From an optimization exercise on the open Yosys and OpenROAD flow, aimed at small area and a short achievable clock period; shortcuts taken in it are not production practice. No functional check of the RTL was part of any run shown here.

<file path="design/flow/design.v">
`timescale 1ns/1ps
module half_adder(input a,b,output sum,carry);
  assign sum = a ^ b;
  assign carry = a & b;
endmodule
`timescale 1ns/1ps
module full_adder( output sum,carry, input a,b,c);
  wire w1, w2, w3;
  half_adder HA1(.a(a), .b(b), .sum(w1), .carry(w2));
  half_adder HA2(.a(w1), .b(c), .sum(sum), .carry(w3));
  or or1(carry, w2, w3);
endmodule
`timescale 1ns/1ps
module RCA_16bit(output cout, output [15:0] sum, input [15:0] a, b);
    wire [14:0] c;
    full_adder F0(.a(a[0]), .b(b[0]), .c(1'b0), .sum(sum[0]), .carry(c[0]));
    full_adder F1(.a(a[1]), .b(b[1]), .c(c[0]), .sum(sum[1]), .carry(c[1]));
    full_adder F2(.a(a[2]), .b(b[2]), .c(c[1]), .sum(sum[2]), .carry(c[2]));
    full_adder F3(.a(a[3]), .b(b[3]), .c(c[2]), .sum(sum[3]), .carry(c[3]));
    full_adder F4(.a(a[4]), .b(b[4]), .c(c[3]), .sum(sum[4]), .carry(c[4]));
    full_adder F5(.a(a[5]), .b(b[5]), .c(c[4]), .sum(sum[5]), .carry(c[5]));
    full_adder F6(.a(a[6]), .b(b[6]), .c(c[5]), .sum(sum[6]), .carry(c[6]));
    full_adder F7(.a(a[7]), .b(b[7]), .c(c[6]), .sum(sum[7]), .carry(c[7]));
    full_adder F8(.a(a[8]), .b(b[8]), .c(c[7]), .sum(sum[8]), .carry(c[8]));
    full_adder F9(.a(a[9]), .b(b[9]), .c(c[8]), .sum(sum[9]), .carry(c[9]));
    full_adder F10(.a(a[10]), .b(b[10]), .c(c[9]), .sum(sum[10]), .carry(c[10]));
    full_adder F11(.a(a[11]), .b(b[11]), .c(c[10]), .sum(sum[11]), .carry(c[11]));
    full_adder F12(.a(a[12]), .b(b[12]), .c(c[11]), .sum(sum[12]), .carry(c[12]));
    full_adder F13(.a(a[13]), .b(b[13]), .c(c[12]), .sum(sum[13]), .carry(c[13]));
    full_adder F14(.a(a[14]), .b(b[14]), .c(c[13]), .sum(sum[14]), .carry(c[14]));
    full_adder F15(.a(a[15]), .b(b[15]), .c(c[14]), .sum(sum[15]), .carry(cout));
endmodule
`timescale 1ns/1ps
module d_ff(input clk,input [15:0]d,output reg [15:0]q);
  always@(posedge clk)
      q<=d;       
endmodule         
`timescale 1ns / 1ps
module Braun_Multiplier(
    input [7:0] a, b,
    output [15:0] p
);
    wire [15:0] sum_0, sum_1, sum_2, sum_3, sum_4, sum_5, sum_6, sum_7;
    wire [7:0] partial_product[7:0];
    genvar i, j;
    generate
        for (i = 0; i < 8; i = i + 1) begin
            for (j = 0; j < 8; j = j + 1) begin
                assign partial_product[i][j] = a[i] & b[j];   
            end
        end
    endgenerate
    assign sum_0 = {8'b0, partial_product[0]};
    assign sum_1 = {partial_product[1], 1'b0} + sum_0;
    assign sum_2 = {partial_product[2], 2'b0} + sum_1;
    assign sum_3 = {partial_product[3], 3'b0} + sum_2;
    assign sum_4 = {partial_product[4], 4'b0} + sum_3;
    assign sum_5 = {partial_product[5], 5'b0} + sum_4;
    assign sum_6 = {partial_product[6], 6'b0} + sum_5;
    assign sum_7 = {partial_product[7], 7'b0} + sum_6;
    assign p = sum_7;
endmodule
module FIR_Top(input clk, input [7:0] Xin, H0, H1, H2, output reg [15:0] Yout);
  reg [7:0] X1;
  reg [7:0] X2;
  reg [7:0] H11;
  reg [7:0] H21;
  reg [7:0] H22;
  wire a1 = ~(Xin[0] & H0[0]);
  wire a2 = ~(Xin[0] & H0[1]);
  wire a3 = ~(Xin[0] & H0[2]);
  wire a4 = ~(Xin[0] & H0[3]);
  wire a5 = ~(Xin[0] & H0[4]);
  wire a6 = ~(Xin[0] & H0[5]);
  wire a7 = ~(Xin[0] & H0[6]);
  wire a8 = ~(Xin[0] & H0[7]);
  wire a9 = ~(Xin[1] & H0[0]);
  wire a10 = ~(Xin[1] & H0[1]);
  wire a11 = ~(Xin[1] & H0[2]);
  wire a12 = ~(Xin[1] & H0[3]);
  wire a13 = ~(Xin[1] & H0[4]);
  wire a14 = ~(Xin[1] & H0[5]);
  wire a15 = ~(Xin[1] & H0[6]);
  wire a16 = ~(Xin[1] & H0[7]);
  wire a17 = ~(Xin[2] & H0[0]);
  wire a18 = ~(Xin[2] & H0[1]);
  wire a19 = ~(Xin[2] & H0[2]);
  wire a20 = ~(Xin[2] & H0[3]);
  wire a21 = ~(Xin[2] & H0[4]);
  wire a22 = ~(Xin[2] & H0[5]);
  wire a23 = ~(Xin[2] & H0[6]);
  wire a24 = ~(Xin[2] & H0[7]);
  wire a25 = ~(Xin[3] & H0[0]);
  wire a26 = ~(Xin[3] & H0[1]);
  wire a27 = ~(Xin[3] & H0[2]);
  wire a28 = ~(Xin[3] & H0[3]);
  wire a29 = ~(Xin[3] & H0[4]);
  wire a30 = ~(Xin[3] & H0[5]);
  wire a31 = ~(Xin[3] & H0[6]);
  wire a32 = ~(Xin[3] & H0[7]);
  wire a33 = ~(Xin[4] & H0[0]);
  wire a34 = ~(Xin[4] & H0[1]);
  wire a35 = ~(Xin[4] & H0[2]);
  wire a36 = ~(Xin[4] & H0[3]);
  wire a37 = ~(Xin[4] & H0[4]);
  wire a38 = ~(Xin[4] & H0[5]);
  wire a39 = ~(Xin[4] & H0[6]);
  wire a40 = ~(Xin[4] & H0[7]);
  wire a41 = ~(Xin[5] & H0[0]);
  wire a42 = ~(Xin[5] & H0[1]);
  wire a43 = ~(Xin[5] & H0[2]);
  wire a44 = ~(Xin[5] & H0[3]);
  wire a45 = ~(Xin[5] & H0[4]);
  wire a46 = ~(Xin[5] & H0[5]);
  wire a47 = ~(Xin[5] & H0[6]);
  wire a48 = ~(Xin[5] & H0[7]);
  wire a49 = ~(Xin[6] & H0[0]);
  wire a50 = ~(Xin[6] & H0[1]);
  wire a51 = ~(Xin[6] & H0[2]);
  wire a52 = ~(Xin[6] & H0[3]);
  wire a53 = ~(Xin[6] & H0[4]);
  wire a54 = ~(Xin[6] & H0[5]);
  wire a55 = ~(Xin[6] & H0[6]);
  wire a56 = ~(Xin[6] & H0[7]);
  wire a57 = ~(Xin[7] & H0[0]);
  wire a58 = ~(Xin[7] & H0[1]);
  wire a59 = ~(Xin[7] & H0[2]);
  wire a60 = ~(Xin[7] & H0[3]);
  wire a61 = ~(Xin[7] & H0[4]);
  wire a62 = ~(Xin[7] & H0[5]);
  wire a63 = ~(Xin[7] & H0[6]);
  wire a64 = ~(Xin[7] & H0[7]);
  wire a65 = ~(X1[0] & H11[0]);
  wire a66 = ~(X1[0] & H11[1]);
  wire a67 = ~(X1[0] & H11[2]);
  wire a68 = ~(X1[0] & H11[3]);
  wire a69 = ~(X1[0] & H11[4]);
  wire a70 = ~(X1[0] & H11[5]);
  wire a71 = ~(X1[0] & H11[6]);
  wire a72 = ~(X1[0] & H11[7]);
  wire a73 = ~(X1[1] & H11[0]);
  wire a74 = ~(X1[1] & H11[1]);
  wire a75 = ~(X1[1] & H11[2]);
  wire a76 = ~(X1[1] & H11[3]);
  wire a77 = ~(X1[1] & H11[4]);
  wire a78 = ~(X1[1] & H11[5]);
  wire a79 = ~(X1[1] & H11[6]);
  wire a80 = ~(X1[1] & H11[7]);
  wire a81 = ~(X1[2] & H11[0]);
  wire a82 = ~(X1[2] & H11[1]);
  wire a83 = ~(X1[2] & H11[2]);
  wire a84 = ~(X1[2] & H11[3]);
  wire a85 = ~(X1[2] & H11[4]);
  wire a86 = ~(X1[2] & H11[5]);
  wire a87 = ~(X1[2] & H11[6]);
  wire a88 = ~(X1[2] & H11[7]);
  wire a89 = ~(X1[3] & H11[0]);
  wire a90 = ~(X1[3] & H11[1]);
  wire a91 = ~(X1[3] & H11[2]);
  wire a92 = ~(X1[3] & H11[3]);
  wire a93 = ~(X1[3] & H11[4]);
  wire a94 = ~(X1[3] & H11[5]);
  wire a95 = ~(X1[3] & H11[6]);
  wire a96 = ~(X1[3] & H11[7]);
  wire a97 = ~(X1[4] & H11[0]);
  wire a98 = ~(X1[4] & H11[1]);
  wire a99 = ~(X1[4] & H11[2]);
  wire a100 = ~(X1[4] & H11[3]);
  wire a101 = ~(X1[4] & H11[4]);
  wire a102 = ~(X1[4] & H11[5]);
  wire a103 = ~(X1[4] & H11[6]);
  wire a104 = ~(X1[4] & H11[7]);
  wire a105 = ~(X1[5] & H11[0]);
  wire a106 = ~(X1[5] & H11[1]);
  wire a107 = ~(X1[5] & H11[2]);
  wire a108 = ~(X1[5] & H11[3]);
  wire a109 = ~(X1[5] & H11[4]);
  wire a110 = ~(X1[5] & H11[5]);
  wire a111 = ~(X1[5] & H11[6]);
  wire a112 = ~(X1[5] & H11[7]);
  wire a113 = ~(X1[6] & H11[0]);
  wire a114 = ~(X1[6] & H11[1]);
  wire a115 = ~(X1[6] & H11[2]);
  wire a116 = ~(X1[6] & H11[3]);
  wire a117 = ~(X1[6] & H11[4]);
  wire a118 = ~(X1[6] & H11[5]);
  wire a119 = ~(X1[6] & H11[6]);
  wire a120 = ~(X1[6] & H11[7]);
  wire a121 = ~(X1[7] & H11[0]);
  wire a122 = ~(X1[7] & H11[1]);
  wire a123 = ~(X1[7] & H11[2]);
  wire a124 = ~(X1[7] & H11[3]);
  wire a125 = ~(X1[7] & H11[4]);
  wire a126 = ~(X1[7] & H11[5]);
  wire a127 = ~(X1[7] & H11[6]);
  wire a128 = ~(X1[7] & H11[7]);
  wire a129 = ~(X2[0] & H22[0]);
  wire a130 = ~(X2[0] & H22[1]);
  wire a131 = ~(X2[0] & H22[2]);
  wire a132 = ~(X2[0] & H22[3]);
  wire a133 = ~(X2[0] & H22[4]);
  wire a134 = ~(X2[0] & H22[5]);
  wire a135 = ~(X2[0] & H22[6]);
  wire a136 = ~(X2[0] & H22[7]);
  wire a137 = ~(X2[1] & H22[0]);
  wire a138 = ~(X2[1] & H22[1]);
  wire a139 = ~(X2[1] & H22[2]);
  wire a140 = ~(X2[1] & H22[3]);
  wire a141 = ~(X2[1] & H22[4]);
  wire a142 = ~(X2[1] & H22[5]);
  wire a143 = ~(X2[1] & H22[6]);
  wire a144 = ~(X2[1] & H22[7]);
  wire a145 = ~(X2[2] & H22[0]);
  wire a146 = ~(X2[2] & H22[1]);
  wire a147 = ~(X2[2] & H22[2]);
  wire a148 = ~(X2[2] & H22[3]);
  wire a149 = ~(X2[2] & H22[4]);
  wire a150 = ~(X2[2] & H22[5]);
  wire a151 = ~(X2[2] & H22[6]);
  wire a152 = ~(X2[2] & H22[7]);
  wire a153 = ~(X2[3] & H22[0]);
  wire a154 = ~(X2[3] & H22[1]);
  wire a155 = ~(X2[3] & H22[2]);
  wire a156 = ~(X2[3] & H22[3]);
  wire a157 = ~(X2[3] & H22[4]);
  wire a158 = ~(X2[3] & H22[5]);
  wire a159 = ~(X2[3] & H22[6]);
  wire a160 = ~(X2[3] & H22[7]);
  wire a161 = ~(X2[4] & H22[0]);
  wire a162 = ~(X2[4] & H22[1]);
  wire a163 = ~(X2[4] & H22[2]);
  wire a164 = ~(X2[4] & H22[3]);
  wire a165 = ~(X2[4] & H22[4]);
  wire a166 = ~(X2[4] & H22[5]);
  wire a167 = ~(X2[4] & H22[6]);
  wire a168 = ~(X2[4] & H22[7]);
  wire a169 = ~(X2[5] & H22[0]);
  wire a170 = ~(X2[5] & H22[1]);
  wire a171 = ~(X2[5] & H22[2]);
  wire a172 = ~(X2[5] & H22[3]);
  wire a173 = ~(X2[5] & H22[4]);
  wire a174 = ~(X2[5] & H22[5]);
  wire a175 = ~(X2[5] & H22[6]);
  wire a176 = ~(X2[5] & H22[7]);
  wire a177 = ~(X2[6] & H22[0]);
  wire a178 = ~(X2[6] & H22[1]);
  wire a179 = ~(X2[6] & H22[2]);
  wire a180 = ~(X2[6] & H22[3]);
  wire a181 = ~(X2[6] & H22[4]);
  wire a182 = ~(X2[6] & H22[5]);
  wire a183 = ~(X2[6] & H22[6]);
  wire a184 = ~(X2[6] & H22[7]);
  wire a185 = ~(X2[7] & H22[0]);
  wire a186 = ~(X2[7] & H22[1]);
  wire a187 = ~(X2[7] & H22[2]);
  wire a188 = ~(X2[7] & H22[3]);
  wire a189 = ~(X2[7] & H22[4]);
  wire a190 = ~(X2[7] & H22[5]);
  wire a191 = ~(X2[7] & H22[6]);
  wire a192 = ~(X2[7] & H22[7]);
  wire s193, c193;
  fir_fa u193 (.a(a71), .b(a78), .c(a85), .s(s193), .co(c193));
  wire s194, c194;
  fir_fa u194 (.a(a72), .b(a79), .c(a86), .s(s194), .co(c194));
  wire s195, c195;
  fir_fa u195 (.a(a93), .b(a100), .c(a107), .s(s195), .co(c195));
  wire s196, c196;
  fir_fa u196 (.a(a114), .b(a121), .c(a136), .s(s196), .co(c196));
  wire s197, c197;
  fir_fa u197 (.a(a80), .b(a87), .c(a94), .s(s197), .co(c197));
  wire s198, c198;
  fir_fa u198 (.a(a101), .b(a108), .c(a115), .s(s198), .co(c198));
  wire s199;
  fir_xnor2 u199 (.a(a122), .b(a144), .y(s199));
  wire c200;
  fir_or2 u200 (.a(a122), .b(a144), .y(c200));
  wire s201, c201;
  fir_fa u201 (.a(a88), .b(a95), .c(a102), .s(s201), .co(c201));
  wire s202, c202;
  fir_fa u202 (.a(a69), .b(a76), .c(a83), .s(s202), .co(c202));
  wire s203, c203;
  fir_fa u203 (.a(a70), .b(a77), .c(a84), .s(s203), .co(c203));
  wire s204, c204;
  fir_fa u204 (.a(a91), .b(a98), .c(a105), .s(s204), .co(c204));
  wire s205, c205;
  fir_fa u205 (.a(a134), .b(a141), .c(a148), .s(s205), .co(c205));
  wire s206, c206;
  fir_fa u206 (.a(a92), .b(a99), .c(a106), .s(s206), .co(c206));
  wire s207, c207;
  fir_fa u207 (.a(a113), .b(a135), .c(a142), .s(s207), .co(c207));
  wire s208, c208;
  fir_fa u208 (.a(a149), .b(a156), .c(a163), .s(s208), .co(c208));
  wire s209, c209;
  fir_fa u209 (.a(a170), .b(a177), .c(s193), .s(s209), .co(c209));
  wire s210;
  fir_xnor2 u210 (.a(a7), .b(a14), .y(s210));
  wire c211;
  fir_or2 u211 (.a(a7), .b(a14), .y(c211));
  wire s212, c212;
  fir_fa u212 (.a(a143), .b(a150), .c(a157), .s(s212), .co(c212));
  wire s213, c213;
  fir_fa u213 (.a(a164), .b(a171), .c(a178), .s(s213), .co(c213));
  wire s214, c214;
  fir_fa u214 (.a(a185), .b(c193), .c(s194), .s(s214), .co(c214));
  wire s215, c215;
  fir_fa u215 (.a(s195), .b(s196), .c(a8), .s(s215), .co(c215));
  wire s216, c216;
  fir_fa u216 (.a(a15), .b(a22), .c(a29), .s(s216), .co(c216));
  wire s217;
  fir_xnor2 u217 (.a(a36), .b(a43), .y(s217));
  wire c218;
  fir_or2 u218 (.a(a36), .b(a43), .y(c218));
  wire s219, c219;
  fir_fa u219 (.a(a151), .b(a158), .c(a165), .s(s219), .co(c219));
  wire s220, c220;
  fir_fa u220 (.a(a172), .b(a179), .c(a186), .s(s220), .co(c220));
  wire s221, c221;
  fir_fa u221 (.a(s199), .b(c194), .c(c195), .s(s221), .co(c221));
  wire s222, c222;
  fir_fa u222 (.a(c196), .b(s197), .c(s198), .s(s222), .co(c222));
  wire s223, c223;
  fir_fa u223 (.a(a16), .b(a23), .c(a30), .s(s223), .co(c223));
  wire s224, c224;
  fir_fa u224 (.a(a37), .b(a44), .c(a51), .s(s224), .co(c224));
  wire s225, c225;
  fir_fa u225 (.a(a109), .b(a116), .c(a123), .s(s225), .co(c225));
  wire s226, c226;
  fir_fa u226 (.a(a152), .b(a159), .c(a166), .s(s226), .co(c226));
  wire s227, c227;
  fir_fa u227 (.a(a173), .b(a180), .c(a187), .s(s227), .co(c227));
  wire s228, c228;
  fir_fa u228 (.a(c200), .b(c197), .c(c198), .s(s228), .co(c228));
  wire s229, c229;
  fir_fa u229 (.a(s201), .b(a24), .c(a31), .s(s229), .co(c229));
  wire s230, c230;
  fir_fa u230 (.a(a38), .b(a45), .c(a52), .s(s230), .co(c230));
  wire s231, c231;
  fir_fa u231 (.a(a96), .b(a103), .c(a110), .s(s231), .co(c231));
  wire s232, c232;
  fir_fa u232 (.a(a117), .b(a124), .c(a160), .s(s232), .co(c232));
  wire s233, c233;
  fir_fa u233 (.a(a167), .b(a174), .c(a181), .s(s233), .co(c233));
  wire s234, c234;
  fir_fa u234 (.a(a188), .b(c201), .c(a32), .s(s234), .co(c234));
  wire s235;
  fir_xnor2 u235 (.a(a39), .b(a46), .y(s235));
  wire c236;
  fir_or2 u236 (.a(a39), .b(a46), .y(c236));
  wire s237, c237;
  fir_fa u237 (.a(a104), .b(a111), .c(a118), .s(s237), .co(c237));
  wire s238, c238;
  fir_fa u238 (.a(a125), .b(a168), .c(a175), .s(s238), .co(c238));
  wire s239, c239;
  fir_fa u239 (.a(a68), .b(a75), .c(a82), .s(s239), .co(c239));
  wire s240;
  fir_xnor2 u240 (.a(a89), .b(a132), .y(s240));
  wire c241;
  fir_or2 u241 (.a(a89), .b(a132), .y(c241));
  wire s242, c242;
  fir_fa u242 (.a(a90), .b(a97), .c(a133), .s(s242), .co(c242));
  wire s243, c243;
  fir_fa u243 (.a(a140), .b(a147), .c(a154), .s(s243), .co(c243));
  wire s244, c244;
  fir_fa u244 (.a(a161), .b(s202), .c(a5), .s(s244), .co(c244));
  wire s245, c245;
  fir_fa u245 (.a(a155), .b(a162), .c(a169), .s(s245), .co(c245));
  wire s246, c246;
  fir_fa u246 (.a(c202), .b(s203), .c(s204), .s(s246), .co(c246));
  wire s247, c247;
  fir_fa u247 (.a(s205), .b(a6), .c(a13), .s(s247), .co(c247));
  wire s248;
  fir_xnor2 u248 (.a(a20), .b(a27), .y(s248));
  wire c249;
  fir_or2 u249 (.a(a20), .b(a27), .y(c249));
  wire s250, c250;
  fir_fa u250 (.a(c203), .b(c204), .c(c205), .s(s250), .co(c250));
  wire s251, c251;
  fir_fa u251 (.a(s206), .b(s207), .c(s208), .s(s251), .co(c251));
  wire s252, c252;
  fir_fa u252 (.a(s209), .b(a21), .c(a28), .s(s252), .co(c252));
  wire s253, c253;
  fir_fa u253 (.a(a35), .b(a42), .c(a49), .s(s253), .co(c253));
  wire s254, c254;
  fir_fa u254 (.a(c206), .b(c207), .c(c208), .s(s254), .co(c254));
  wire s255, c255;
  fir_fa u255 (.a(s212), .b(s213), .c(c209), .s(s255), .co(c255));
  wire s256, c256;
  fir_fa u256 (.a(s214), .b(a50), .c(a57), .s(s256), .co(c256));
  wire s257, c257;
  fir_fa u257 (.a(c211), .b(s217), .c(s215), .s(s257), .co(c257));
  wire s258, c258;
  fir_fa u258 (.a(c212), .b(c213), .c(s219), .s(s258), .co(c258));
  wire s259, c259;
  fir_fa u259 (.a(s220), .b(c214), .c(s221), .s(s259), .co(c259));
  wire s260, c260;
  fir_fa u260 (.a(s222), .b(a58), .c(c218), .s(s260), .co(c260));
  wire s261, c261;
  fir_fa u261 (.a(c215), .b(c216), .c(s223), .s(s261), .co(c261));
  wire s262, c262;
  fir_fa u262 (.a(c219), .b(c220), .c(s225), .s(s262), .co(c262));
  wire s263, c263;
  fir_fa u263 (.a(s226), .b(s227), .c(c221), .s(s263), .co(c263));
  wire s264, c264;
  fir_fa u264 (.a(c222), .b(s228), .c(a59), .s(s264), .co(c264));
  wire s265, c265;
  fir_fa u265 (.a(c223), .b(c224), .c(s229), .s(s265), .co(c265));
  wire s266, c266;
  fir_fa u266 (.a(c225), .b(c226), .c(c227), .s(s266), .co(c266));
  wire s267, c267;
  fir_fa u267 (.a(s231), .b(s232), .c(s233), .s(s267), .co(c267));
  wire s268, c268;
  fir_fa u268 (.a(c228), .b(a53), .c(a60), .s(s268), .co(c268));
  wire s269, c269;
  fir_fa u269 (.a(s235), .b(c229), .c(c230), .s(s269), .co(c269));
  wire s270, c270;
  fir_fa u270 (.a(a182), .b(a189), .c(c231), .s(s270), .co(c270));
  wire s271, c271;
  fir_fa u271 (.a(c232), .b(c233), .c(s237), .s(s271), .co(c271));
  wire s272, c272;
  fir_fa u272 (.a(s238), .b(a40), .c(a47), .s(s272), .co(c272));
  wire s273, c273;
  fir_fa u273 (.a(a54), .b(a61), .c(c236), .s(s273), .co(c273));
  wire s274, c274;
  fir_fa u274 (.a(a112), .b(a119), .c(a126), .s(s274), .co(c274));
  wire s275, c275;
  fir_fa u275 (.a(a176), .b(a183), .c(a190), .s(s275), .co(c275));
  wire s276, c276;
  fir_fa u276 (.a(c237), .b(c238), .c(a48), .s(s276), .co(c276));
  wire s277, c277;
  fir_fa u277 (.a(a67), .b(a74), .c(a81), .s(s277), .co(c277));
  wire s278;
  fir_xnor2 u278 (.a(a131), .b(a138), .y(s278));
  wire c279;
  fir_or2 u279 (.a(a131), .b(a138), .y(c279));
  wire s280, c280;
  fir_fa u280 (.a(a139), .b(a146), .c(a153), .s(s280), .co(c280));
  wire s281, c281;
  fir_fa u281 (.a(s240), .b(s239), .c(a4), .s(s281), .co(c281));
  wire s282;
  fir_xnor2 u282 (.a(a11), .b(a18), .y(s282));
  wire c283;
  fir_or2 u283 (.a(a11), .b(a18), .y(c283));
  wire s284, c284;
  fir_fa u284 (.a(c241), .b(c239), .c(s242), .s(s284), .co(c284));
  wire s285, c285;
  fir_fa u285 (.a(s243), .b(a12), .c(a19), .s(s285), .co(c285));
  wire s286, c286;
  fir_fa u286 (.a(a26), .b(a33), .c(s244), .s(s286), .co(c286));
  wire s287, c287;
  fir_fa u287 (.a(c242), .b(c243), .c(s245), .s(s287), .co(c287));
  wire s288, c288;
  fir_fa u288 (.a(s246), .b(a34), .c(a41), .s(s288), .co(c288));
  wire s289, c289;
  fir_fa u289 (.a(s248), .b(c244), .c(s247), .s(s289), .co(c289));
  wire s290, c290;
  fir_fa u290 (.a(c245), .b(c246), .c(s250), .s(s290), .co(c290));
  wire s291, c291;
  fir_fa u291 (.a(s251), .b(c249), .c(s210), .s(s291), .co(c291));
  wire s292, c292;
  fir_fa u292 (.a(c247), .b(s252), .c(s253), .s(s292), .co(c292));
  wire s293, c293;
  fir_fa u293 (.a(c250), .b(c251), .c(s254), .s(s293), .co(c293));
  wire s294, c294;
  fir_fa u294 (.a(s255), .b(c252), .c(c253), .s(s294), .co(c294));
  wire s295, c295;
  fir_fa u295 (.a(s256), .b(s216), .c(s257), .s(s295), .co(c295));
  wire s296, c296;
  fir_fa u296 (.a(c254), .b(s258), .c(c255), .s(s296), .co(c296));
  wire s297, c297;
  fir_fa u297 (.a(s259), .b(c256), .c(s224), .s(s297), .co(c297));
  wire s298, c298;
  fir_fa u298 (.a(s260), .b(c257), .c(s261), .s(s298), .co(c298));
  wire s299, c299;
  fir_fa u299 (.a(c258), .b(s262), .c(s263), .s(s299), .co(c299));
  wire s300, c300;
  fir_fa u300 (.a(c259), .b(s264), .c(s230), .s(s300), .co(c300));
  wire s301, c301;
  fir_fa u301 (.a(c260), .b(c261), .c(s265), .s(s301), .co(c301));
  wire s302, c302;
  fir_fa u302 (.a(c262), .b(s266), .c(s267), .s(s302), .co(c302));
  wire s303, c303;
  fir_fa u303 (.a(c263), .b(c264), .c(s268), .s(s303), .co(c303));
  wire s304, c304;
  fir_fa u304 (.a(s234), .b(c265), .c(s269), .s(s304), .co(c304));
  wire s305, c305;
  fir_fa u305 (.a(c266), .b(c267), .c(s270), .s(s305), .co(c305));
  wire s306, c306;
  fir_fa u306 (.a(s271), .b(c268), .c(c234), .s(s306), .co(c306));
  wire s307, c307;
  fir_fa u307 (.a(s272), .b(s273), .c(c269), .s(s307), .co(c307));
  wire s308, c308;
  fir_fa u308 (.a(s274), .b(s275), .c(c270), .s(s308), .co(c308));
  wire s309, c309;
  fir_fa u309 (.a(c271), .b(a55), .c(a62), .s(s309), .co(c309));
  wire s310, c310;
  fir_fa u310 (.a(c272), .b(s276), .c(c273), .s(s310), .co(c310));
  wire s311, c311;
  fir_fa u311 (.a(a120), .b(a127), .c(a184), .s(s311), .co(c311));
  wire s312, c312;
  fir_fa u312 (.a(a191), .b(c274), .c(c275), .s(s312), .co(c312));
  wire s313, c313;
  fir_fa u313 (.a(a56), .b(a63), .c(c276), .s(s313), .co(c313));
  wire s314, c314;
  fir_fa u314 (.a(a66), .b(a73), .c(a130), .s(s314), .co(c314));
  wire s315, c315;
  fir_fa u315 (.a(a145), .b(s278), .c(s277), .s(s315), .co(c315));
  wire s316;
  fir_xnor2 u316 (.a(a3), .b(a10), .y(s316));
  wire c317;
  fir_or2 u317 (.a(a3), .b(a10), .y(c317));
  wire s318, c318;
  fir_fa u318 (.a(c279), .b(c277), .c(s280), .s(s318), .co(c318));
  wire s319, c319;
  fir_fa u319 (.a(a25), .b(s282), .c(s281), .s(s319), .co(c319));
  wire s320, c320;
  fir_fa u320 (.a(c280), .b(s284), .c(c283), .s(s320), .co(c320));
  wire s321, c321;
  fir_fa u321 (.a(c281), .b(s285), .c(s286), .s(s321), .co(c321));
  wire s322, c322;
  fir_fa u322 (.a(c284), .b(s287), .c(c285), .s(s322), .co(c322));
  wire s323, c323;
  fir_fa u323 (.a(s288), .b(c286), .c(s289), .s(s323), .co(c323));
  wire s324, c324;
  fir_fa u324 (.a(c287), .b(s290), .c(c288), .s(s324), .co(c324));
  wire s325, c325;
  fir_fa u325 (.a(s291), .b(c289), .c(s292), .s(s325), .co(c325));
  wire s326, c326;
  fir_fa u326 (.a(c290), .b(s293), .c(c291), .s(s326), .co(c326));
  wire s327, c327;
  fir_fa u327 (.a(c292), .b(s294), .c(s295), .s(s327), .co(c327));
  wire s328, c328;
  fir_fa u328 (.a(c293), .b(s296), .c(c294), .s(s328), .co(c328));
  wire s329, c329;
  fir_fa u329 (.a(s297), .b(c295), .c(s298), .s(s329), .co(c329));
  wire s330, c330;
  fir_fa u330 (.a(c296), .b(s299), .c(c297), .s(s330), .co(c330));
  wire s331, c331;
  fir_fa u331 (.a(s300), .b(c298), .c(s301), .s(s331), .co(c331));
  wire s332, c332;
  fir_fa u332 (.a(s302), .b(c299), .c(c300), .s(s332), .co(c332));
  wire s333, c333;
  fir_fa u333 (.a(s303), .b(c301), .c(s304), .s(s333), .co(c333));
  wire s334, c334;
  fir_fa u334 (.a(c302), .b(s305), .c(c303), .s(s334), .co(c334));
  wire s335, c335;
  fir_fa u335 (.a(s306), .b(c304), .c(s307), .s(s335), .co(c335));
  wire s336, c336;
  fir_fa u336 (.a(s308), .b(c305), .c(s309), .s(s336), .co(c336));
  wire s337, c337;
  fir_fa u337 (.a(c306), .b(s310), .c(c307), .s(s337), .co(c337));
  wire s338, c338;
  fir_fa u338 (.a(s311), .b(s312), .c(c308), .s(s338), .co(c338));
  wire s339, c339;
  fir_fa u339 (.a(c309), .b(s313), .c(c310), .s(s339), .co(c339));
  wire s340, c340;
  fir_fa u340 (.a(a128), .b(a192), .c(c311), .s(s340), .co(c340));
  wire s341, c341;
  fir_fa u341 (.a(c312), .b(a64), .c(c313), .s(s341), .co(c341));
  wire s342;
  fir_xnor2 u342 (.a(a137), .b(s314), .y(s342));
  wire c343;
  fir_or2 u343 (.a(a137), .b(s314), .y(c343));
  wire s344, c344;
  fir_fa u344 (.a(c314), .b(s315), .c(a17), .s(s344), .co(c344));
  wire s345, c345;
  fir_fa u345 (.a(c315), .b(s318), .c(c317), .s(s345), .co(c345));
  wire s346, c346;
  fir_fa u346 (.a(c318), .b(s320), .c(c319), .s(s346), .co(c346));
  wire s347, c347;
  fir_fa u347 (.a(c320), .b(s322), .c(c321), .s(s347), .co(c347));
  wire s348, c348;
  fir_fa u348 (.a(c322), .b(s324), .c(c323), .s(s348), .co(c348));
  wire s349, c349;
  fir_fa u349 (.a(c324), .b(s326), .c(c325), .s(s349), .co(c349));
  wire s350, c350;
  fir_fa u350 (.a(c326), .b(s328), .c(c327), .s(s350), .co(c350));
  wire s351, c351;
  fir_fa u351 (.a(c328), .b(s330), .c(c329), .s(s351), .co(c351));
  wire s352, c352;
  fir_fa u352 (.a(c330), .b(s332), .c(c331), .s(s352), .co(c352));
  wire s353, c353;
  fir_fa u353 (.a(c332), .b(s334), .c(c333), .s(s353), .co(c353));
  wire s354, c354;
  fir_fa u354 (.a(s336), .b(c334), .c(c335), .s(s354), .co(c354));
  wire s355, c355;
  fir_fa u355 (.a(s338), .b(c336), .c(s339), .s(s355), .co(c355));
  wire s356, c356;
  fir_fa u356 (.a(s340), .b(c338), .c(s341), .s(s356), .co(c356));
  wire s357;
  fir_xnor2 u357 (.a(a65), .b(a129), .y(s357));
  wire c358;
  fir_or2 u358 (.a(a65), .b(a129), .y(c358));
  wire s359, c359;
  fir_fa u359 (.a(s342), .b(a2), .c(a9), .s(s359), .co(c359));
  wire s360, c360;
  fir_fa u360 (.a(c343), .b(s316), .c(s344), .s(s360), .co(c360));
  wire s361, c361;
  fir_fa u361 (.a(c344), .b(s345), .c(s319), .s(s361), .co(c361));
  wire s362, c362;
  fir_fa u362 (.a(c345), .b(s346), .c(s321), .s(s362), .co(c362));
  wire s363, c363;
  fir_fa u363 (.a(c346), .b(s323), .c(s347), .s(s363), .co(c363));
  wire s364, c364;
  fir_fa u364 (.a(s325), .b(c347), .c(s348), .s(s364), .co(c364));
  wire s365, c365;
  fir_fa u365 (.a(c348), .b(s349), .c(s327), .s(s365), .co(c365));
  wire s366, c366;
  fir_fa u366 (.a(c349), .b(s329), .c(s350), .s(s366), .co(c366));
  wire s367, c367;
  fir_fa u367 (.a(s331), .b(c350), .c(s351), .s(s367), .co(c367));
  wire s368, c368;
  fir_fa u368 (.a(s333), .b(c351), .c(s352), .s(s368), .co(c368));
  wire s369, c369;
  fir_fa u369 (.a(s335), .b(c352), .c(s353), .s(s369), .co(c369));
  wire s370, c370;
  fir_fa u370 (.a(s337), .b(s354), .c(c353), .s(s370), .co(c370));
  wire s371, c371;
  fir_fa u371 (.a(c337), .b(s355), .c(c354), .s(s371), .co(c371));
  wire s372, c372;
  fir_fa u372 (.a(c339), .b(s356), .c(c355), .s(s372), .co(c372));
  wire s373 = c340 ^ c341 ^ c356;
  wire p374;
  fir_xor2 u374 (.a(s357), .b(a1), .y(p374));
  wire g375;
  fir_nor2 u375 (.a(s357), .b(a1), .y(g375));
  wire p376;
  fir_xor2 u376 (.a(c358), .b(s359), .y(p376));
  wire g377;
  fir_nor2 u377 (.a(c358), .b(s359), .y(g377));
  wire p378;
  fir_xor2 u378 (.a(c359), .b(s360), .y(p378));
  wire g379;
  fir_nor2 u379 (.a(c359), .b(s360), .y(g379));
  wire p380;
  fir_xor2 u380 (.a(c360), .b(s361), .y(p380));
  wire g381;
  fir_nor2 u381 (.a(c360), .b(s361), .y(g381));
  wire p382;
  fir_xor2 u382 (.a(c361), .b(s362), .y(p382));
  wire g383;
  fir_nor2 u383 (.a(c361), .b(s362), .y(g383));
  wire p384;
  fir_xor2 u384 (.a(c362), .b(s363), .y(p384));
  wire g385;
  fir_nor2 u385 (.a(c362), .b(s363), .y(g385));
  wire p386;
  fir_xor2 u386 (.a(c363), .b(s364), .y(p386));
  wire g387;
  fir_nor2 u387 (.a(c363), .b(s364), .y(g387));
  wire p388;
  fir_xor2 u388 (.a(c364), .b(s365), .y(p388));
  wire g389;
  fir_nor2 u389 (.a(c364), .b(s365), .y(g389));
  wire p390;
  fir_xor2 u390 (.a(c365), .b(s366), .y(p390));
  wire g391;
  fir_nor2 u391 (.a(c365), .b(s366), .y(g391));
  wire p392;
  fir_xor2 u392 (.a(c366), .b(s367), .y(p392));
  wire g393;
  fir_nor2 u393 (.a(c366), .b(s367), .y(g393));
  wire p394;
  fir_xor2 u394 (.a(c367), .b(s368), .y(p394));
  wire g395;
  fir_nor2 u395 (.a(c367), .b(s368), .y(g395));
  wire p396;
  fir_xor2 u396 (.a(c368), .b(s369), .y(p396));
  wire g397;
  fir_nor2 u397 (.a(c368), .b(s369), .y(g397));
  wire p398;
  fir_xor2 u398 (.a(c369), .b(s370), .y(p398));
  wire g399;
  fir_nor2 u399 (.a(c369), .b(s370), .y(g399));
  wire p400;
  fir_xor2 u400 (.a(c370), .b(s371), .y(p400));
  wire g401;
  fir_nor2 u401 (.a(c370), .b(s371), .y(g401));
  wire p402;
  fir_xor2 u402 (.a(c371), .b(s372), .y(p402));
  wire g403;
  fir_nor2 u403 (.a(c371), .b(s372), .y(g403));
  wire p404;
  fir_xor2 u404 (.a(c372), .b(s373), .y(p404));
  wire g405;
  fir_nor2 u405 (.a(c372), .b(s373), .y(g405));
  wire G406 = g377 | (p376 & g375);
  wire P407 = p376 & p374;
  wire G408 = g381 | (p380 & g379);
  wire P409 = p380 & p378;
  wire G410 = g385 | (p384 & g383);
  wire P411 = p384 & p382;
  wire G412 = g389 | (p388 & g387);
  wire P413 = p388 & p386;
  wire G414 = g393 | (p392 & g391);
  wire P415 = p392 & p390;
  wire G416 = g397 | (p396 & g395);
  wire P417 = p396 & p394;
  wire G418 = g401 | (p400 & g399);
  wire P419 = p400 & p398;
  wire G420 = g405 | (p404 & g403);
  wire P421 = p404 & p402;
  wire G422 = g379 | (p378 & G406);
  wire P423 = p378 & P407;
  wire G424 = G408 | (P409 & G406);
  wire P425 = P409 & P407;
  wire G426 = g387 | (p386 & G410);
  wire P427 = p386 & P411;
  wire G428 = G412 | (P413 & G410);
  wire P429 = P413 & P411;
  wire G430 = g395 | (p394 & G414);
  wire P431 = p394 & P415;
  wire G432 = G416 | (P417 & G414);
  wire P433 = P417 & P415;
  wire G434 = g403 | (p402 & G418);
  wire P435 = p402 & P419;
  wire G436 = G420 | (P421 & G418);
  wire P437 = P421 & P419;
  wire G438 = g383 | (p382 & G424);
  wire P439 = p382 & P425;
  wire G440 = G410 | (P411 & G424);
  wire P441 = P411 & P425;
  wire G442 = G426 | (P427 & G424);
  wire P443 = P427 & P425;
  wire G444 = G428 | (P429 & G424);
  wire P445 = P429 & P425;
  wire G446 = g399 | (p398 & G432);
  wire P447 = p398 & P433;
  wire G448 = G418 | (P419 & G432);
  wire P449 = P419 & P433;
  wire G450 = G434 | (P435 & G432);
  wire P451 = P435 & P433;
  wire G452 = G436 | (P437 & G432);
  wire P453 = P437 & P433;
  wire G454 = g391 | (p390 & G444);
  wire P455 = p390 & P445;
  wire G456 = G414 | (P415 & G444);
  wire P457 = P415 & P445;
  wire G458 = G430 | (P431 & G444);
  wire P459 = P431 & P445;
  wire G460 = G432 | (P433 & G444);
  wire P461 = P433 & P445;
  wire G462 = G446 | (P447 & G444);
  wire P463 = P447 & P445;
  wire G464 = G448 | (P449 & G444);
  wire P465 = P449 & P445;
  wire G466 = G450 | (P451 & G444);
  wire P467 = P451 & P445;
  wire G468 = G452 | (P453 & G444);
  wire P469 = P453 & P445;
  wire y470 = (p374);
  wire y471;
  fir_xor2 u471 (.a(p376), .b(g375), .y(y471));
  wire y472;
  fir_xor2 u472 (.a(p378), .b(G406), .y(y472));
  wire y473;
  fir_xor2 u473 (.a(p380), .b(G422), .y(y473));
  wire y474;
  fir_xor2 u474 (.a(p382), .b(G424), .y(y474));
  wire y475;
  fir_xor2 u475 (.a(p384), .b(G438), .y(y475));
  wire y476;
  fir_xor2 u476 (.a(p386), .b(G440), .y(y476));
  wire y477;
  fir_xor2 u477 (.a(p388), .b(G442), .y(y477));
  wire y478;
  fir_xor2 u478 (.a(p390), .b(G444), .y(y478));
  wire y479;
  fir_xor2 u479 (.a(p392), .b(G454), .y(y479));
  wire y480;
  fir_xor2 u480 (.a(p394), .b(G456), .y(y480));
  wire y481;
  fir_xor2 u481 (.a(p396), .b(G458), .y(y481));
  wire y482;
  fir_xor2 u482 (.a(p398), .b(G460), .y(y482));
  wire y483;
  fir_xor2 u483 (.a(p400), .b(G462), .y(y483));
  wire y484;
  fir_xor2 u484 (.a(p402), .b(G464), .y(y484));
  wire y485;
  fir_xor2 u485 (.a(p404), .b(G466), .y(y485));
  always @(posedge clk) begin
    X1 <= Xin;
    X2 <= X1;
    H11 <= H1;
    H21 <= H2;
    H22 <= H21;
    Yout <= {y485, y484, y483, y482, y481, y480, y479, y478, y477, y476, y475, y474, y473, y472, y471, y470};
  end
endmodule
module fir_fa(input a, b, c, output s, co);
  assign s = a ^ b ^ c;
  assign co = (a & b) | (a & c) | (b & c);
endmodule
module fir_nor2(input a, b, output y);
  assign y = ~(a | b);
endmodule
module fir_or2(input a, b, output y);
  assign y = a | b;
endmodule
module fir_xnor2(input a, b, output y);
  assign y = ~(a ^ b);
endmodule
module fir_xor2(input a, b, output y);
  assign y = a ^ b;
endmodule
</file>
<file path="design/flow/run.sh">
#!/bin/bash
# synth_recipe.tcl (not shown) runs the flow's synth.tcl, then flattens the netlist and writes it again
# the make line also repeats each setting of config.mk as NAME=value (left out here)
make -C /OpenROAD-flow-scripts/flow DESIGN_CONFIG=/design/flow/config.mk WORK_HOME=/design/flow/orfs CLKGATE_MAP_FILE= SYNTH_SCRIPT=/design/flow/synth_recipe.tcl finish
</file>
<file path="design/flow/config.mk">
export PLATFORM = sky130hd
export DESIGN_NAME = FIR_Top
export DESIGN_NICKNAME = FIR_Top
export VERILOG_FILES = /design/flow/design.v
export SDC_FILE = /design/flow/constraint.sdc
export NUM_CORES = 4
export LEC_CHECK = 0
export CAP_MARGIN = 20
export CORE_MARGIN = 2
export CORE_UTILIZATION = 40
export SETUP_SLACK_MARGIN = 3.5
export SLEW_MARGIN = 20
export SYNTH_HIERARCHICAL = 1
export SYNTH_MINIMUM_KEEP_SIZE = 0
</file>
<file path="design/flow/constraint.sdc">
create_clock -name core_clock -period 9.5 [get_ports {clk}]
set_input_delay 1.9000 -clock core_clock [delete_from_list [all_inputs] [get_ports {clk}]]
set_output_delay 1.9000 -clock core_clock [all_outputs]
set_load 0.01 [all_outputs]
</file>
==> results.py, run 1 <==
metrics = {
    "synthesis": {
        "synth_nets": 751,
        "synthTopCellsByCount": "nand2_1 (196), fa_1 (158), dfxtp_1 (56), clkbuf_1 (48), xor2_1 (31)",
        "yosysWarnings": 7,
        "synth_edf_count": 0,
        "syn-cell-area_mm2": 0.00594,
        "ys_seq_elements": 56,
        "syn_avg_cell_area_um2": 10.6,
        "synth_cell_type_count": 22,
        "synthSimpleGateAreaFrac_pct": 15.2,
        "synth_area_leaders": "fa_1 (53%), dfxtp_1 (19%), nand2_1 (12%)",
        "synth_compound_area_share_pct": 3.03,
        "seq_area_frac_synth_pct": 18.9,
        "synth_top_flop_cell": "dfxtp_1",
        "netlist_instances": 560,
        "synthAdderAreaFrac_pct": 53.2,
        "synth_top_family_by_area": "adder cells",
        "synthXorXnorAreaFrac_pct": 6.49,
        "async_flop_share_pct": 0,
        "synth_area_leader_cell": "fa_1",
        "synth_top_area_share_pct": 53.2,
        "synthMuxAreaShare_pct": 0,
        "post-synth-top-count-cell": "nand2_1",
    },
    "grt": {
        "grt_pass1_wl_um": 23400,
        "track_usage_pct": 19.3,
        "overflow": 0,
        "antenna_found_initial": 0,
        "grt_pass1_vias": 4553,
        "grt_max_degree": 21,
    },
    "drt": {
        "wirelength_um": 13700,
        "dr.pass1.iters": 4,
        "wl_per_cell_um": 18.2,
        "post-route-drc-count": 0,
        "antenna_left": 0,
        "drt_iter0_drc": 178,
        "num_vias": 3870,
        "viasPerCell": 5.14,
    },
    "setup_path": {
        "start_kind": "input port",
        "worstPathMaxFanout": 9,
        "crit_path_end_kind": "register",
        "cp_cell_sequence": "buf_4 -> nand2_1 -> fa_2 -> fa_1 -> fa_2 -> fa_2 -> fa_1 -> fa_2 -> nor2_2 -> a21oi_1 -> nand2_1 -> a21oi_2 -> o221ai_2 -> o31a_1 -> xor2_1",
        "arrival_ns": 6.08,
        "worstSetupPathType": "in -> reg",
        "critPathBufInv": 1,
        "cp.required_ns": 9.70,
        "cpMostUsedCell": "fa_2",
        "slowest_delay_ns": 0.62,
        "crit_family": "adder cells",
        "critPathSlowestCell": "fa_2",
    },
    "clocking": {
        "hold_buffers": 0,
        "cts_tree": "done",
        "numClockSinks": 56,
        "numCtsBuffers": 5,
        "cts_htree_levels": 2,
        "cts_root_buffer": "clkbuf_16",
        "clk_pin_slew_ns": 0.08,
        "cts_buffer_depth": 2,
        "clkLatencyLatePin_ns": 0.32,
    },
    "layout": {
        "post-route-util_pct": 45.7,
        "area_delta_synth_final_pct": 11.7,
        "layout.nets": 759,
        "final_cell_count_no_fill": 753,
        "drive_gt1_share_pct": 7.03,
        "num_antenna_cells": 0,
    },
    "placed_design": {
        "dpl.cell_count": 744,
        "io_buffers": 48,
        "place_congestion": 0.902,
        "post-dp-hpwl_um": 11500,
    },
    "floorplanning": {
        "die_h_um": 126,
        "fp.coreArea_mm2": 0.0145,
        "rows": 44,
        "die_x_um": 126,
        "die-area_mm2": 0.0158,
        "ios": 49,
        "initial_core_util_pct": 40.9,
    },
    "timing": {
        "rsz0062_at_grt": "true",
        "fmax_mhz": 170,
        "worst_pin_slew_ns": 0.413,
        "slew_violations": 0,
        "slew_headroom_pct": 72.3,
        "skew_ns": 0.00970,
        "finalHoldViolations": 0,
        "period_needed_ns": 5.87,
        "fin_setup_tns_ns": 0,
        "setup_viol": 0,
        "holdWs_ns": 0.330,
        "fin_crit_sh_pct": 61.8,
    },
    "min_path": {
        "min-delay-path-class": "reg -> reg",
    },
    "outcome": {
        "outcome": "finished clean",
    },
    "flow_run": {
        "cap_violations": 0,
    },
}
==> layout make-up <==
cell class / instances / area [um2]
Timing Repair Buffer: 49 / 429
Tap cell: 184 / 230
Sequential cell: 56 / 1120
Inverter: 2 / 7.51
Multi-Input combinational cell: 454 / 4690
Clock buffer: 5 / 125
Fill cell: 1379 / 7900
Clock inverter: 3 / 33.8
==> worst reg2reg max path: cells and delay by family, from the launching register on <==
family	cells	cell delay, ns
AO/OA/AOI/OAI	5	0.98
XOR/XNOR	2	0.38
adder cells (fa/ha/maj)	7	3.49
flip-flops	1	0.53
AND/OR/NAND/NOR	1	0.14
==> layer usage <==
metal / track usage (%) / part of all wire [%]
met1: 23.4 / 39
met3: 2.89 / 4.0
met4: 8.47 / 4.0
met2: 34.2 / 53
met5: 0 / 0
==> worst paths after layout <==
kind | startpoint | to | slack (ns) | depth (start not counted)
worst max-delay path | Xin[1] | Yout[15]$_DFF_P_ | 3.63 | 15
worst max register to register | X1[0]$_DFF_P_ | Yout[15]$_DFF_P_ | 3.88 | 15
worst min-delay path | H21[3]$_DFF_P_ | H22[3]$_DFF_P_ | 0.33 | 0
worst min register to register | H21[3]$_DFF_P_ | H22[3]$_DFF_P_ | 0.33 | 0
==> per-module statistics from Yosys, one instance, submodules excluded <==
| module | copies in the design | cell area, um2 | cells inside |
|---|---|---|---|
| fir_xnor2 | 11 | 8.76 | 1 |
| FIR_Top | 1 | 2290 | 334 |
| fir_xor2 | 31 | 8.76 | 1 |
| fir_fa | 158 | 20.0 | 1 |
| fir_nor2 | 15 | 3.75 | 1 |
| fir_or2 | 11 | 6.26 | 1 |
==> timing repair <==
action	CTS	global route
endpoints found under the setup margin	7	6
buffers inserted	0	1
cloned	0	0
pin swaps	2	4
gates resized for setup	61	21
==> cells by family (layout without fill, tap and decap cells) <==
logic type                 after synthesis  after routing
AOI/OAI and AO/OA                       22             22
xor gates and xnor gates                44             44
adders and majority gates              158            158
buffers and inverters                   50             59
DFF                                     56             56
and+or+nand+nor                        230            230
==> through the flow <==
stage	area [um2]	setup slack [ns]
finish	6640	3.63
global route	6640	3.46
CTS	6660	3.50
detailed placement	6520	2.57
global placement	6520	2.67
floorplan	6040	3.48
==> state kept, by name, summed over array words and instances, names as in the netlist <==
register,flops
Yout,16
H11,8
H21,8
H22,8
X1,8
X2,8
==> cell usage in the layout (no fill, tap or decap), types with 2 or more instances in the layout <==
master,count
nand2_1,196
fa_1,151
dfxtp_1,56
clkdlybuf4s50_1,32
xor2_1,28
nor2_1,15
xnor2_1,13
or2_1,11
a21o_1,7
fa_2,7
buf_2,6
clkbuf_16,5
clkbuf_4,4
buf_4,4
nand3_1,3
a21oi_1,3
nand2b_1,3
o21ai_0,3
o31a_1,2
inv_1,2
xor2_2,2
clkbuf_2,2
==> run 2, diff against run 1 <==
--- a/design/flow/config.mk
+++ b/design/flow/config.mk
@@ -10,3 +10,3 @@
 export CORE_UTILIZATION = 40
-export SETUP_SLACK_MARGIN = 3.5
+export SETUP_SLACK_MARGIN = 5
 export SLEW_MARGIN = 20
==> results.py, run 2 <==
metrics = {
    "outcome": {
        "outcome": "finished clean",
    },
    "placed_design": {
        "place_congestion": 0.920,
        "io_buffers": 48,
        "post-dp-hpwl_um": 11400,
    },
    "setup_path": {
        "reg2reg_slack_ns": 3.97,
        "r2r_end": "Yout[11]$_DFF_P_",
        "worstPathMaxFanout": 8,
        "start_kind": "input port",
        "startpoint": "H0[7]",
        "arrival_ns": 5.97,
        "worstSetupPathType": "in -> reg",
        "crit_path_end_kind": "register",
        "cp-endpoint": "Yout[15]$_DFF_P_",
        "ff2ff_path_depth": 17,
        "reg2reg_from": "X1[0]$_DFF_P_",
        "cp.required_ns": 9.70,
    },
    "synthesis": {
        "post-synth-top-count-cell": "nand2_1",
        "synth_cell_type_count": 22,
        "ys_seq_elements": 56,
        "syn_avg_cell_area_um2": 10.6,
        "synth_nets": 751,
        "syn-cell-area_mm2": 0.00594,
        "yosysWarnings": 7,
        "seq_area_frac_synth_pct": 18.9,
        "synth_top_flop_cell": "dfxtp_1",
        "synth_area_leader_cell": "fa_1",
        "netlist_instances": 560,
        "synth_top_area_share_pct": 53.2,
        "synthTopCellsByCount": "nand2_1 (196), fa_1 (158), dfxtp_1 (56), clkbuf_1 (48), xor2_1 (31)",
        "synth_edf_count": 0,
        "async_flop_share_pct": 0,
        "synth_area_leaders": "fa_1 (53%), dfxtp_1 (19%), nand2_1 (12%)",
    },
    "timing": {
        "holdWs_ns": 0.329,
        "worst_pin_slew_ns": 0.457,
        "fin_setup_tns_ns": 0,
        "skew_ns": 0.0110,
        "finalHoldViolations": 0,
        "fmax_mhz": 173,
        "slew_violations": 0,
        "slew_headroom_pct": 69.5,
        "rsz0062_at_grt": "true",
        "fin_crit_sh_pct": 60.7,
        "setup_viol": 0,
        "period_needed_ns": 5.77,
    },
    "drt": {
        "drt_iter0_drc": 190,
        "antenna_left": 0,
        "dr.pass1.iters": 5,
        "viasPerCell": 5.11,
        "post-route-drc-count": 0,
        "wirelength_um": 14400,
        "wl_per_cell_um": 18.5,
        "num_vias": 3972,
    },
    "grt": {
        "grt-busiest-layer": "met2",
        "track_usage_pct": 19.7,
        "grt_max_degree": 19,
        "grt_pass1_wl_um": 23700,
        "antenna_found_initial": 0,
        "overflow": 0,
        "grt_pass1_vias": 4589,
        "grt_use_met2_pct": 35.1,
        "grt.met3_usage_pct": 2.72,
        "gr-usage-met1_pct": 23.0,
    },
    "floorplanning": {
        "die_h_um": 126,
        "die_x_um": 126,
        "rows": 44,
        "die-area_mm2": 0.0158,
        "ios": 49,
        "fp.coreArea_mm2": 0.0145,
        "initial_core_util_pct": 40.9,
    },
    "layout": {
        "layout.nets": 784,
        "multi_input_area_mm2": 0.00485,
        "fill_cells": 1372,
        "largest_register_ffs": 16,
        "regMostFlops": "Yout",
        "num_antenna_cells": 0,
        "area_delta_synth_final_pct": 20.6,
        "layout_commonest_cell": "nand2_1",
        "regArea_mm2": 0.00112,
        "drive_gt1_share_pct": 17.2,
        "mostFrequentLayoutCells": "nand2_1 (183), fa_1 (142), dfxtp_1 (55)",
    },
    "clocking": {
        "numClockSinks": 56,
        "hold_buffers": 0,
        "cts_tree": "done",
        "cts_buffer_depth": 2,
        "numCtsBuffers": 5,
        "clk_pin_slew_ns": 0.08,
        "cts_htree_levels": 2,
        "cts_root_buffer": "clkbuf_16",
        "clkLatencyLatePin_ns": 0.31,
    },
    "min_path": {
        "min-delay-path-class": "reg -> reg",
    },
    "flow_run": {
        "cap_violations": 0,
    },
}
==> run 2: changes by cell type in the layout (fill, tap and decap cells not counted), moves of 4 or more <==
cell / change
fa_2: +9
clkbuf_4: -4
buf_4: +17
nand2_2: +8
xor2_1: -5
buf_6: +9
fa_1: -9
buf_12: +6
buf_8: +5
xor2_2: +5
buf_2: -6
nand2_4: +5
nand2_1: -13
==> run 2: layout make-up <==
class	count	share of cell area (%)
Multi-Input combinational cell	454	67.7
Sequential cell	56	15.7
Timing Repair Buffer	74	11.0
Tap cell	184	3.21
Clock buffer	5	1.75
Clock inverter	3	0.646
Inverter	2	0.105
==> run 2: critical path, cell delays in order <==
cell	delay (ns)
buf_12	0.11
nand2_4	0.05
fa_1	0.52
fa_1	0.42
fa_1	0.47
fa_2	0.35
fa_1	0.46
fa_1	0.52
xor2_2	0.20
a21oi_2	0.14
nand2_1	0.07
a21oi_2	0.16
o221ai_2	0.16
o31a_1	0.27
xor2_1	0.16
==> run 2: worst min-delay path by stage <==
| stage | from | end | slack [ns] | depth (start not counted) |
|---|---|---|---|---|
| floorplan | H21[0]$_DFF_P_ | H22[0]$_DFF_P_ | 0.31 | 0 |
| global placement | H21[6]$_DFF_P_ | H22[6]$_DFF_P_ | 0.31 | 0 |
| detailed placement | H21[2]$_DFF_P_ | H22[2]$_DFF_P_ | 0.31 | 0 |
| CTS | H21[2]$_DFF_P_ | H22[2]$_DFF_P_ | 0.33 | 0 |
| global route | H21[5]$_DFF_P_ | H22[5]$_DFF_P_ | 0.34 | 0 |
| finish | H21[2]$_DFF_P_ | H22[2]$_DFF_P_ | 0.33 | 0 |
==> run 2: through the flow <==
stage	std cells	instance area [um2]	utilization [%]	setup WS [ns]
final	778	7170	49.3	3.73
after global routing	778	7170	49.3	3.57
after CTS	769	7050	48.5	3.72
after detailed placement	744	6580	45.3	2.62
after global placement	744	6580	45.3	2.67
after floorplan	560	6160	-	3.50
==> run 2: logic make-up (layout without fill, tap and decap cells) <==
logic type,Yosys count,after routing,synth area share (%)
AOI/OAI and AO/OA,22,22,3.03
xor gates and xnor gates,44,44,6.49
adders and majority gates,158,158,53.2
buffers and inverters,50,84,3.16
DFF,56,56,18.9
and+or+nand+nor,230,230,15.2
==> run 2: repair_timing <==
action / CTS / global route
endpoints found under the setup margin: 13 / 11
cloned: 0 / 0
setup buffers: 17 / 9
gates resized for setup: 146 / 12
pin swaps: 29 / 19
==> run 2: metal layers <==
| layer | vias to the layer above | share of wire (%) |
|---|---|---|
| met5 | - | 0 |
| met1 | 2051 | 36 |
| met2 | 158 | 54 |
| met4 | 0 | 4.7 |
| met3 | 33 | 5.5 |
| li1 | 1730 | - |
==> run 2: per-module statistics from Yosys (local to each module, per instance) <==
module | cell area, um2 | copies in the design | cells | flip-flops and latches
fir_or2 | 6.26 | 11 | 1 | 0
fir_nor2 | 3.75 | 15 | 1 | 0
fir_fa | 20.0 | 158 | 1 | 0
fir_xor2 | 8.76 | 31 | 1 | 0
fir_xnor2 | 8.76 | 11 | 1 | 0
FIR_Top | 2290 | 1 | 334 | 56
==> run 3, diff against run 2 <==
--- a/design/flow/config.mk
+++ b/design/flow/config.mk
@@ -9,4 +9,4 @@
 export CORE_MARGIN = 2
-export CORE_UTILIZATION = 40
-export SETUP_SLACK_MARGIN = 5
+export CORE_UTILIZATION = 60
+export SETUP_SLACK_MARGIN = 4.0
 export SLEW_MARGIN = 20
@@ -14 +14,2 @@
 export SYNTH_MINIMUM_KEEP_SIZE = 0
+export TNS_END_PERCENT = 0
==> results.py, run 3 <==
metrics = {
    "setup_path": {
        "r2r_end": "Yout[15]$_DFF_P_",
        "worstPathMaxFanout": 8,
        "crit_family": "adder cells",
        "reg2reg_from": "X1[0]$_DFF_P_",
        "crit_path_end_kind": "register",
        "ff2ff_path_depth": 15,
        "cpMostUsedCell": "fa_2",
        "cp_cell_sequence": "buf_2 -> nand2_1 -> fa_2 -> fa_1 -> fa_2 -> fa_2 -> fa_1 -> fa_2 -> nor2_2 -> a21oi_1 -> nand2_1 -> a21oi_2 -> o221ai_2 -> o31a_1 -> xor2_1",
        "critPathSlowestCell": "fa_2",
        "cp-endpoint": "Yout[15]$_DFF_P_",
        "start_kind": "input port",
        "slowest_delay_ns": 0.66,
        "arrival_ns": 6.04,
        "critPathBufInv": 1,
        "worstSetupPathType": "in -> reg",
        "cp.required_ns": 9.73,
        "cp_num_cells": 15,
        "reg2reg_slack_ns": 4.00,
        "startpoint": "H0[5]",
    },
    "layout": {
        "area_delta_synth_final_pct": 10.5,
        "final_area_mm2": 0.00656,
        "layout.nets": 763,
        "regMostFlops": "Yout",
        "layout_commonest_cell": "nand2_1",
        "mostFrequentLayoutCells": "nand2_1 (196), fa_1 (151), dfxtp_1 (56)",
        "post-route-util_pct": 67.8,
        "final_cell_count_no_fill": 706,
        "num_antenna_cells": 0,
        "largest_register_ffs": 16,
        "drive_gt1_share_pct": 7.85,
    },
    "drt": {
        "antenna_left": 0,
        "drt_iter0_drc": 188,
        "dr.pass1.iters": 4,
        "wirelength_um": 12900,
        "num_vias": 3818,
        "wl_per_cell_um": 18.3,
        "viasPerCell": 5.41,
        "post-route-drc-count": 0,
    },
    "synthesis": {
        "async_flop_share_pct": 0,
        "synth_top_family_by_area": "adder cells",
        "netlist_instances": 560,
        "synthSimpleGateAreaFrac_pct": 15.2,
        "ys_seq_elements": 56,
        "syn_avg_cell_area_um2": 10.6,
        "synthMuxAreaShare_pct": 0,
        "synthAdderAreaFrac_pct": 53.2,
        "synth_cell_type_count": 22,
        "post-synth-top-count-cell": "nand2_1",
        "synth_area_leaders": "fa_1 (53%), dfxtp_1 (19%), nand2_1 (12%)",
        "synth_nets": 751,
        "synth_top_area_share_pct": 53.2,
        "synthTopCellsByCount": "nand2_1 (196), fa_1 (158), dfxtp_1 (56), clkbuf_1 (48), xor2_1 (31)",
        "yosysWarnings": 7,
        "seq_area_frac_synth_pct": 18.9,
        "synth_area_leader_cell": "fa_1",
        "synth_top_flop_cell": "dfxtp_1",
        "syn-cell-area_mm2": 0.00594,
        "synth_edf_count": 0,
        "synth_compound_area_share_pct": 3.03,
        "synthXorXnorAreaFrac_pct": 6.49,
    },
    "placed_design": {
        "placed_area_mm2": 0.00646,
        "post-dp-hpwl_um": 10700,
        "io_buffers": 48,
        "place_congestion": 0.920,
        "dpl.cell_count": 693,
    },
    "timing": {
        "period_needed_ns": 5.82,
        "holdWs_ns": 0.333,
        "fin_setup_tns_ns": 0,
        "worst_pin_slew_ns": 0.429,
        "slew_headroom_pct": 71.4,
        "finalHoldViolations": 0,
        "rsz0062_at_grt": "true",
        "skew_ns": 0.00874,
        "fin_crit_sh_pct": 61.2,
        "setup_viol": 0,
        "fmax_mhz": 172,
        "slew_violations": 0,
    },
    "floorplanning": {
        "die_x_um": 104,
        "ios": 49,
        "fp.coreArea_mm2": 0.00968,
        "die_h_um": 104,
        "initial_core_util_pct": 61.4,
        "rows": 36,
        "die-area_mm2": 0.0107,
    },
    "clocking": {
        "hold_buffers": 0,
        "numCtsBuffers": 5,
        "cts_buffer_depth": 2,
        "clkLatencyLatePin_ns": 0.33,
        "cts_root_buffer": "clkbuf_8",
        "numClockSinks": 56,
        "clk_pin_slew_ns": 0.11,
        "cts_htree_levels": 2,
        "cts_tree": "done",
    },
    "grt": {
        "grt_pass1_vias": 4494,
        "antenna_found_initial": 0,
        "overflow": 0,
        "track_usage_pct": 27.5,
        "grt_max_degree": 20,
        "grt_pass1_wl_um": 22500,
    },
    "flow_run": {
        "cap_violations": 0,
    },
    "outcome": {
        "outcome": "finished clean",
    },
    "min_path": {
        "min-delay-path-class": "reg -> reg",
    },
}
[run 3: cell counts after synthesis]
No cell type changed its count.
[run 3: routing by layer]
| metal | vias up | track usage [%] | part of all wire, % |
|---|---|---|---|
| met5 | - | 0 | 0 |
| met2 | 149 | 48.6 | 53 |
| li1 | 1694 | - | - |
| met3 | 35 | 3.78 | 5.9 |
| met4 | 0 | 11.2 | 3.9 |
| met1 | 1940 | 34.4 | 37 |
[run 3: modules after synthesis (local to each module, per instance)]
| module | cells | copies in the design | flip-flops and latches |
|---|---|---|---|
| fir_fa | 1 | 158 | 0 |
| fir_xor2 | 1 | 31 | 0 |
| fir_xnor2 | 1 | 11 | 0 |
| fir_nor2 | 1 | 15 | 0 |
| fir_or2 | 1 | 11 | 0 |
| FIR_Top | 334 | 1 | 56 |
[run 3: cell type report]
type                            instances  area, um2
Sequential cell                        56       1120
Clock buffer                            5       68.8
Clock inverter                          3       26.3
Multi-Input combinational cell        454       4700
Inverter                                2       7.51
Timing Repair Buffer                   53        475
Tap cell                              133        166
Fill cell                             733       3120
[run 3: timing repair]
item                                    in CTS  in global routing
setup buffers                                5                  0
resized for setup                           81                  1
endpoints found under the hold margin        0                  0
pin swaps                                    5                  0
endpoints found under the setup margin      10                  8
[run 3: logic make-up after synthesis]
logic type	Yosys count
adders and majority gates	158
AOI/OAI and AO/OA	22
xor gates and xnor gates	44
and+or+nand+nor	230
DFF	56
buffers and inverters	50
[run 3: through the flow]
| step | setup WS [ns] |
|---|---|
| 2_1_floorplan | 3.48 |
| 3_3_place_gp | 2.67 |
| 3_5_place_dp | 2.57 |
| 4_1_cts | 3.68 |
| 5_1_grt | 3.54 |
| 6_report | 3.68 |
[run 3: how the worst min path moves through the flow]
stage                         from              to  depth (start not counted)
floorplan           H21[0]$_DFF_P_  H22[0]$_DFF_P_                          0
global placement    H21[0]$_DFF_P_  H22[0]$_DFF_P_                          0
detailed placement  H21[0]$_DFF_P_  H22[0]$_DFF_P_                          0
CTS                 H21[0]$_DFF_P_  H22[0]$_DFF_P_                          0
global route        H21[3]$_DFF_P_  H22[3]$_DFF_P_                          0
finish              H21[1]$_DFF_P_  H22[1]$_DFF_P_                          0

[port drivers added, routing unchanged]
The results above use ideal ports. As a check the final layouts listed here were re-extracted and re-timed, cells and wires unchanged. Step 1 sets driving cells, clkbuf_16 on the clock port and buf_2 on the other inputs (assumed; they add their load-dependent delay and slew). Step 2 also shifts input and output timing later by t, the mid clock arrival at the registers, as if the neighbouring blocks saw the same clock. Three values: no drivers, after step 1, after step 2; two values: the first two.
run	t, ns	setup WS [ns]	hold WS [ns]	clock arrival spread, ns	worst data-port slew with drivers (ns)
run 1	0.351	3.626 / 3.640 / 3.289	0.330 / 0.330 / 0.330	0.010 / 0.010	0.03
run 2	0.346	3.733 / 3.711 / 3.365	0.329 / 0.329 / 0.329	0.011 / 0.011	0.07
run 3	0.359	3.683 / 3.694 / 3.334	0.333 / 0.333 / 0.333	0.009 / 0.009	0.04
After both steps setup and hold are still met in every run listed. For run 2, which loses most, drivers alone change the setup slack by -0.022 ns; drivers and shift together by -0.368 ns.
